What follows belongs to an exercise in optimizing a design on an open flow for small area, a short achievable clock period and few clock cycles per item; a production flow would make more cautious choices. Function was checked by simulation only, so behaviour that the tests miss may differ from the original. Power and IR drop assume default switching activity.

==> flow/design.v, too long to show whole: its modules and the start of the top module <==
// module scr_search: 1475 lines
module scr_search(clk,rst,start,R_fixed,angle1,adder,error,X,Y,done);
  // ...
==> flow/flow/run.sh <==
#!/bin/bash
set -euo pipefail
export BUFFER_PORTS_ARGS="-buffer_cell sky130_fd_sc_hd__buf_2"
sed 's/SETUP_SLACK_MARGIN=[0-9.]*/SETUP_SLACK_MARGIN=5.5/' standard.sh > standard_m.sh
grep -q 'SETUP_SLACK_MARGIN=5.5' standard_m.sh
bash standard_m.sh > standard_flow.log 2>&1
==> flow/standard.sh <==
#!/bin/bash
# synth_recipe.tcl (not shown) runs the flow's synth.tcl, then flattens the netlist and writes it again
# the make line also repeats each setting of config.mk as NAME=value (left out here)
make -C /OpenROAD-flow-scripts/flow DESIGN_CONFIG=/design/flow/config.mk WORK_HOME=/design/flow/orfs CLKGATE_MAP_FILE= SYNTH_SCRIPT=/design/flow/synth_recipe.tcl "${@:-finish}"
==> flow/config.mk <==
export PLATFORM = sky130hd
export DESIGN_NAME = scr_search
export DESIGN_NICKNAME = scr_search
export VERILOG_FILES = /design/flow/design.v
export SDC_FILE = /design/flow/constraint.sdc
export NUM_CORES = 4
export LEC_CHECK = 0
export ABC_AREA = 1
export CAP_MARGIN = 20
export CORE_MARGIN = 2
export CORE_UTILIZATION = 15
export PLACE_DENSITY = 0.3
export SETUP_SLACK_MARGIN = 5
export SLEW_MARGIN = 20
==> flow/constraint.sdc <==
create_clock -name core_clock -period 12.0 [get_ports {clk}]
set_input_delay 2.4000 -clock core_clock [delete_from_list [all_inputs] [get_ports {clk}]]
set_output_delay 2.4000 -clock core_clock [all_outputs]
set_load 0.01 [all_outputs]
==> impl_metrics.csv, run 1 <==
group,metric,value,unit
place,hpwl,89.72,mm
min_path,holdCritPathClass,"reg2reg",
worst_setup_path,cp_max_fo,16,
synth,synthSimpleGateAreaFrac,59.40,%
run_status,outcome,"complete, no violations",
routing,top_layer,"met4",
global_route,grt_usage,19.90,%
power_and_ir_drop,power_switching,0.0009938,W
worst_setup_path,r2r_slack,9.87,ns
worst_setup_path,critPathBufInv,3,
finish,multi_input_area_share,67.76,%
worst_setup_path,critPathCapture,"Xa[1]$_DFFE_PP_",
power_and_ir_drop,ir_drop,0.06432,mV
finish,inv_count,393,
global_route,grt_pass1_vias,19730,
min_path,hold_depth,2,
worst_setup_path,critPathSlowestCell,"nor2_1",
clock_tree,cts_htree_levels,3,
synth,ys.warnings.count,1,
synth,ys_seq_area_share,11.84,%
die,die_area,104000,sq um
worst_setup_path,path_depth,17,
finish,fin_nets,3039,
synth,yosysTopAreaCell,"nand2_1",
routing,met1_length,44.91,mm
power_and_ir_drop,power.density,101.4,nW/um^2
power_and_ir_drop,p_comb_share,66.6,%
Testbench counts, summed over its fixed seeds: cycles 384, queries 384.
==> run 2, diff against run 1 <==
--- a/flow/config.mk
+++ b/flow/config.mk
@@ -5,7 +5,6 @@
 export SDC_FILE = /design/flow/constraint.sdc
 export NUM_CORES = 4
 export LEC_CHECK = 0
-export ABC_AREA = 1
 export CAP_MARGIN = 20
 export CORE_MARGIN = 2
 export CORE_UTILIZATION = 15
==> run 2 against run 1 <==
  * Count of clock-buffer cells in the layout grew 1
  * Critical endpoint is now tb[0]$_DFFE_PP_
  * Setup slack lost 0.16 ns
  * Largest cell class unchanged
  * Clock skew shrank 0.0055 ns
  * Cell count shrank 24%
  * Via count down 8.2%
  * Synthesized cell count is 31% lower
  * Largest power group unchanged
==> impl_metrics.csv, run 2 <==
group,metric,value,unit
run_status,outcome,"complete, no violations",
synth,synth_edf_count,54,
routing,ant_nets,0,
power_and_ir_drop,p_comb_share,64.8,%
synth,post-synth-top-count-cell,"nand2_1",
worst_setup_path,cpPeakStageDelay,0.79,ns
timing,worst_slack,5.455,ns
die,ioPinCount,49,
synth,yosysTopAreaCellShare,11.34,%
die,fp.dieH,312.8,um
finish,antennaDiodeCount,0,
global_route,grt_usage,21.46,%
worst_setup_path,critPathSlowestCell,"nor3b_1",
power_and_ir_drop,ir_drop,0.06628,mV
worst_setup_path,cp_data_arrival_time,6.61,ns
worst_setup_path,endpoint_kind,"flop",
synth,synth_common_cells,"175 x nand2_1, 148 x nor2_1, 111 x a21oi_1",
synth,synthTopCellsByArea,"edfxtp_1 11%, nand2_1 4.6%, a21oi_1 3.9%, nor2_1 3.9%, nor3_1 3.8%",
clock_tree,cts_tree,"built",
min_path,hold_end,"done$_SDFFE_PP0P_",
global_route,grt_pass1_wl,149.4,mm
synth,syn_inst,2016,
global_route,grt_max_degree,72,
timing,post-route-min-period,6.545,ns
power_and_ir_drop,seq_power_share,18.6,%
finish,final_layout_size_suffix_gt1_share,14.56,%
synth,syn_nets,2115,
place,gp_routability_congestion,1.049,
finish,final_common_cell,"nand2_1",
finish,most-common-layout-cells,"175 x nand2_1, 146 x nor2_1, 107 x a21oi_1",
timing,slew_violations,0,
die,row_count,113,
worst_setup_path,crit_chain,"buf_2 > buf_6 > nand3_1 > mux2_2 > o221a_2 > nor3b_1 > nor2_1 > nor4b_1 > nand4_1 > or4_1",
routing,totalWireLength,108.6,mm
routing,remaining_drc_errors,0,
routing,dr.pass1.iters,8,
routing,viasPerCell,5.719,
power_and_ir_drop,sw_frac_of_total,52.66,%
clock_tree,cts.clk_slew.worst_paths,0.06,ns
clock_tree,cts_buffers,9,
timing,max_clock_freq,152.8,MHz
clock_tree,clock_sinks,63,
worst_setup_path,timing.rr.end,"emax[1]$_DFF_P_",
timing,fin_tns_setup,0,ns
die,die_area,97850,sq um
power_and_ir_drop,power_switching,0.0008415,W
die,die_w,312.8,um
die,coreArea,94730,sq um
power_and_ir_drop,clkPwrFrac,16.6,%
routing,vias,18780,
timing,fin_skew,0.003107,ns
place,hpwl,89.36,mm
global_route,grt_pass1_vias,18250,
timing,tightest_slew,1.234,ns
worst_setup_path,r2r_start,"err[1]$_DFFE_PP_",
worst_setup_path,cp_max_fo,71,
synth,syn_area_per_cell,7.096,sq um
finish,fin_nets,2113,
synth,synth_seq_cells,63,
synth,synth_cell_types,113,
clock_tree,clk_latency,0.35,ns
worst_setup_path,r2r_slack,10.06,ns
min_path,worstHoldStart,"done$_SDFFE_PP0P_",
routing,drt_iter0_drc,2524,
timing,hold_viol,0,
clock_tree,cts_htree_levels,3,
finish,syn_to_final_growth,17.59,%
timing,relSlewSlack,16.85,%
min_path,holdCritPathClass,"reg2reg",
power_and_ir_drop,p_leak,5.995,nW
clock_tree,hold_buffers,0,
finish,reg_top3,"ta: 10 flops, tb: 10 flops, xr: 10 flops",
place,dp_slack,4.084,ns
routing,wire_per_inst,33.08,um
power_and_ir_drop,p_int,0.0007564,W
min_path,hold_depth,2,
synth,synthFlopType,"edfxtp_1",
synth,async_reset_ff_share,0,%
worst_setup_path,rr_worst_depth,5,
run,maxCapViolCount,0,
timing,rsz0062_at_grt,"yes",
synth,synth_area,14300,sq um
synth,ys.warnings.count,1,
synth,ys_seq_area_share,12.60,%
power_and_ir_drop,power.density,94.99,nW/um^2
worst_setup_path,start_kind,"input pin",
global_route,overflow,0,
clock_tree,clk_path_buf_depth,2,
timing,setup_viol,0,
global_route,antenna_found_initial,1,
timing,fin_crit_sh,54.54,%
worst_setup_path,worstPathRequired,12.06,ns
die,initial_core_util,15.10,%
clock_tree,cts_root_buffer,"clkbuf_16",
worst_setup_path,critical_path_class,"in2reg",
synth,yosysTopAreaCell,"edfxtp_1",
place,port_buffers,48,
==> run 2: power groups by stage <==
stage	Sequential, W	Combinational, W	Clock, W
floorplan	0.000285	0.000572	0
global placement	0.000305	0.000975	0
detailed placement	0.000306	0.000952	0
CTS	0.000299	0.000978	0.000280
global route	0.000302	0.00109	0.000286
finish	0.000298	0.00104	0.000265
==> run 2: layer usage <==
layer	global-route usage [%]	vias up	wire length, um
met3	3.063	305	8246
met2	34.29	1305	48170
met4	12.01	0	7544
met1	27.68	9285	44680
li1	-	7886	-
met5	0	-	0
==> run 2: how the worst max path moves through the flow <==
stage,start,endpoint,slack [ns],depth (start not counted)
2_1_floorplan,angle1[8],ta[0]$_DFFE_PP_,6.04,15
3_3_place_gp,angle1[9],Ya[1]$_DFFE_PP_,3.90,14
3_5_place_dp,angle1[9],bv$_DFFE_PP_,4.08,14
4_1_cts,angle1[9],bv$_DFFE_PP_,5.46,14
5_1_grt,angle1[1],ta[7]$_DFFE_PP_,5.42,13
6_report,angle1[10],tb[0]$_DFFE_PP_,5.45,10
==> run 2: layout make-up <==
type,instances,area (sq um)
Timing Repair Buffer,121,849.6
Fill cell,10900,77910
Sequential cell,63,1802
Clock buffer,10,229.0
Inverter,89,346.6
Multi-Input combinational cell,1730,11950
Tap cell,1265,1583
Clock inverter,6,61.31
==> run 2: critical path: cells and delay by family <==
family	cells	cell delay (ns)
buf+inv	2	0.57
mux	1	0.45
compound gates	1	0.20
simple gates	6	2.94
==> run 2: cells by family after synthesis <==
group | Yosys count | share of synthesized area [%]
compound gates | 661 | 33.30
xor+xnor | 19 | 1.163
fa+ha+maj | 60 | 6.385
flops | 63 | 12.60
mux | 27 | 1.924
buf+inv | 223 | 7.295
simple gates | 963 | 37.34
==> run 2: through the flow <==
stage	util, %	area, sq um	power, W	hold WS [ns]	instances
floorplan	-	14310	0.0008571	0.5029	2016
global placement	16.69	15810	0.001280	0.4501	3246
detailed placement	16.73	15850	0.001258	0.4864	3248
CTS	17.33	16420	0.001558	0.4946	3271
global route	17.76	16820	0.001681	0.5290	3284
finish	17.76	16820	0.001598	0.4870	3284
==> run 2: what timing repair did <==
item	in CTS	in global routing
setup buffers	7	13
gates resized for setup	49	63
setup endpoints to repair	45	34
pin swaps	4	11
==> run 3, diff against run 2 <==
--- a/flow/config.mk
+++ b/flow/config.mk
@@ -8,6 +8,9 @@
 export CAP_MARGIN = 20
 export CORE_MARGIN = 2
 export CORE_UTILIZATION = 15
+export CTS_BUF_LIST = sky130_fd_sc_hd__clkbuf_4 sky130_fd_sc_hd__clkbuf_8
+export CTS_CLUSTER_DIAMETER = 150
+export CTS_CLUSTER_SIZE = 30
 export PLACE_DENSITY = 0.3
 export SETUP_SLACK_MARGIN = 5
 export SLEW_MARGIN = 20
==> run 3 against run 2 <==
  * Still clean on timing, DRC and antenna
  * Sequential share of layout area rose by 0.11 points
  * Count of clock-buffer cells in the layout did not move
  * Critical path depth did not move
  * First-iteration DRC count fell by 1.6%
  * Area after synthesis did not move
  * Fmax fell by 1.0%
  * Synthesized cell count did not move
  * Cell count fell by 0.12%
  * Clock skew rose by 0.0026 ns
  * Critical path type unchanged
  * Critical endpoint unchanged
  * Highest routed layer is now met5
==> impl_metrics.csv, run 3 <==
group,metric,value,unit
synth,ys_seq_area_share,12.60,%
finish,syn_to_final_growth,16.39,%
timing,fin_skew,0.005681,ns
run_status,outcome,"complete, no violations",
synth,synth_compound_area_share,33.30,%
finish,finalNonFillerCells,3280,
worst_setup_path,cpPeakStageDelay,0.69,ns
finish,nFillCells,10920,
global_route,met3_usage,3.268,%
timing,fin_crit_sh,55.10,%
global_route,overflow,0,
synth,synth.mux.area_fraction,1.924,%
synth,synth_common_cells,"175 x nand2_1, 148 x nor2_1, 111 x a21oi_1",
routing,dr.pass1.iters,8,
synth,post-synth-top-count-cell,"nand2_1",
routing,vias,18770,
worst_setup_path,worstPathRequired,12.10,ns
timing,hold_slack,0.4900,ns
global_route,antenna_found_initial,3,
global_route,grt_use_met2,34.13,%
die,die_area,97850,sq um
synth,syn_nets,2115,
power_and_ir_drop,p_leak,5.917,nW
timing,post-route-min-period,6.612,ns
synth,synth_area,14300,sq um
synth,synthSimpleGateAreaFrac,37.34,%
synth,async_reset_ff_share,0,%
clock_tree,cts_tree,"built",
die,fp.dieH,312.8,um
worst_setup_path,critical_path_class,"in2reg",
timing,tightest_slew,1.209,ns
synth,syn_area_per_cell,7.096,sq um
global_route,top_usage_layer,"met2",
finish,layout.area.seq,1802,sq um
worst_setup_path,start_kind,"input pin",
global_route,grt_pass1_vias,18280,
die,initial_core_util,15.10,%
worst_setup_path,critPathTopFamily,"simple AND/OR/NAND/NOR gates",
worst_setup_path,cp_data_arrival_time,6.71,ns
synth,synth_seq_cells,63,
finish,reg_top3,"ta: 10 flops, tb: 10 flops, xr: 10 flops",
worst_setup_path,cp_max_fo,71,
global_route,met1_usage,27.63,%
routing,ant_nets,0,
global_route,grt_usage,21.46,%
clock_tree,clock_sinks,63,
worst_setup_path,crit_chain,"buf_2 > buf_6 > nand3_1 > mux2_2 > o311ai_2 > nor3_1 > nor2b_1 > nor4b_1 > nand4_1 > or4_1",
finish,final_common_cell,"nand2_1",
place,hpwl,89.36,mm
routing,drt_iter0_drc,2483,
timing,worst_slack,5.388,ns
finish,most-common-layout-cells,"175 x nand2_1, 145 x nor2_1, 108 x a21oi_1",
die,die_w,312.8,um
synth,yosysTopAreaCellShare,11.34,%
synth,synthTopCellsByArea,"edfxtp_1 11%, nand2_1 4.6%, a21oi_1 3.9%, nor2_1 3.9%, nor3_1 3.8%",
global_route,grt_max_degree,72,
synth,synth_edf_count,54,
min_path,holdCritPathClass,"reg2reg",
place,dp_slack,4.084,ns
run,maxCapViolCount,0,
die,row_count,113,
timing,max_clock_freq,151.2,MHz
timing,rsz0062_at_grt,"yes",
power_and_ir_drop,power.density,91.56,nW/um^2
worst_setup_path,critPathBufInv,2,
timing,hold_viol,0,
routing,remaining_drc_errors,0,
synth,yosysTopAreaCell,"edfxtp_1",
timing,setup_viol,0,
global_route,grt_pass1_wl,149.2,mm
timing,relSlewSlack,18.57,%
finish,multiInputGateArea,11930,sq um
synth,ys.warnings.count,1,
clock_tree,clk_path_buf_depth,2,
clock_tree,cts_buffers,9,
routing,viasPerCell,5.723,
synth,synth_cell_types,113,
place,port_buffers,48,
routing,totalWireLength,108.5,mm
clock_tree,cts.clk_slew.worst_paths,0.07,ns
place,placed_cells,3248,
synth,synthAdderAreaFrac,6.385,%
finish,fin_nets,2108,
finish,final_layout_size_suffix_gt1_share,14.30,%
die,ioPinCount,49,
clock_tree,cts_root_buffer,"clkbuf_8",
clock_tree,cts_htree_levels,3,
worst_setup_path,endpoint_kind,"flop",
timing,slew_violations,0,
clock_tree,clk_latency,0.39,ns
timing,fin_tns_setup,0,ns
power_and_ir_drop,ir_drop,0.05269,mV
synth,synth_top_family_by_area,"simple AND/OR/NAND/NOR gates",
synth,synth-xor-area-share,1.163,%
routing,wire_per_inst,33.09,um
place,gp_routability_congestion,1.049,
synth,synthFlopType,"edfxtp_1",
worst_setup_path,critPathSlowestCell,"nor3_1",
synth,syn_inst,2016,
die,coreArea,94730,sq um
run 3: cell counts after synthesis:
No cell type changed its count.
run 3: logic make-up (layout without fill, tap and decap cells):
group           count (synthesis)  count (layout)
compound gates                661             661
xor+xnor                       19              19
fa+ha+maj                      60              60
buf+inv                       223             221
flops                          63              63
mux                            27              27
other cells                     0               1
simple gates                  963             963
run 3: per-stage QoR:
| step | utilization [%] | power, W | area, sq um |
|---|---|---|---|
| 6_report | 17.58 | 0.001524 | 16650 |
| 5_1_grt | 17.57 | 0.001608 | 16650 |
| 4_1_cts | 17.21 | 0.001487 | 16300 |
| 3_5_place_dp | 16.73 | 0.001258 | 15850 |
| 3_3_place_gp | 16.69 | 0.001280 | 15810 |
| 2_1_floorplan | - | 0.0008571 | 14310 |
run 3: cell type report:
class | instances | share of cell area (%)
repair buffers | 116 | 4.810
inverters | 89 | 2.059
diodes | 1 | 0.01503
flip-flops and latches | 63 | 10.82
clock buffers | 10 | 0.7891
well taps | 1265 | 9.506
clock inverters | 6 | 0.3682
multi-input cells | 1730 | 71.63
run 3: final timing paths:
kind                                         from                 to  slack, ns  depth (start not counted)
worst max-delay path                   angle1[10]    tb[0]$_DFFE_PP_       5.39                         10
worst min-delay path            done$_SDFFE_PP0P_  done$_SDFFE_PP0P_       0.49                          2
worst max register to register   err[1]$_DFFE_PP_    emax[1]$_DFF_P_      10.06                          5
worst min register to register  done$_SDFFE_PP0P_  done$_SDFFE_PP0P_       0.49                          2
run 3: worst register-to-register path: cells and delay by family (launching register included):
kind,cells,cell delay [ns]
compound gates,2,0.44
fa+ha+maj,1,0.28
buf+inv,1,0.20
flops,1,0.36
mux,1,0.54
run 3: power breakdown:
part           switching [W]  total (W)  internal [W]
registers          0.0000290   0.000298      0.000269
clock network      0.0000971   0.000194     0.0000973
logic               0.000706    0.00103      0.000327
run 3: repair_timing:
action	4_1_cts	5_1_grt
pin swaps	3	8
gates cloned	0	0
resized for setup	47	57
buffers inserted	5	10
setup endpoints to repair	44	33
hold buffers	0	0
run 3: layer usage:
metal  part of all wire [%]  routed length (um)  up-vias
li1                       -                   -     7881
met1                     41               44540     9287
met2                     44               48120     1278
met3                    7.5                8179      322
met4                    7.1                7692        2
met5                  0.012                  13        -

re-timing with driven ports:
Ports are ideal in the flow. The routed layouts listed here were re-timed in OpenROAD.
Step 1, drivers: a clkbuf_16 drives clk and a buf_2 each remaining input, both assumed.
Step 2, shift: input delay + t, output delay - t, t = (earliest + latest rising clock arrival at the registers) / 2. This alone moves slack from input paths to output paths.
a / b / c = ideal ports / drivers / drivers and shift; a / b = the first two.
run | t, ns | slack for setup (ns) | hold WS [ns] | worst setup path after step 2
run 1 | 0.401 | 5.610 / 5.638 / 5.238 | 0.472 / 0.472 / 0.472 | input to register
run 2 | 0.408 | 5.455 / 5.485 / 5.077 | 0.487 / 0.487 / 0.487 | input to register
run 3 | 0.443 | 5.388 / 5.413 / 4.971 | 0.490 / 0.490 / 0.490 | input to register
After both steps setup and hold are still met in every run listed. The setup slack of run 3, which loses most, moves by +0.025 ns with the drivers and by -0.417 ns with both steps.
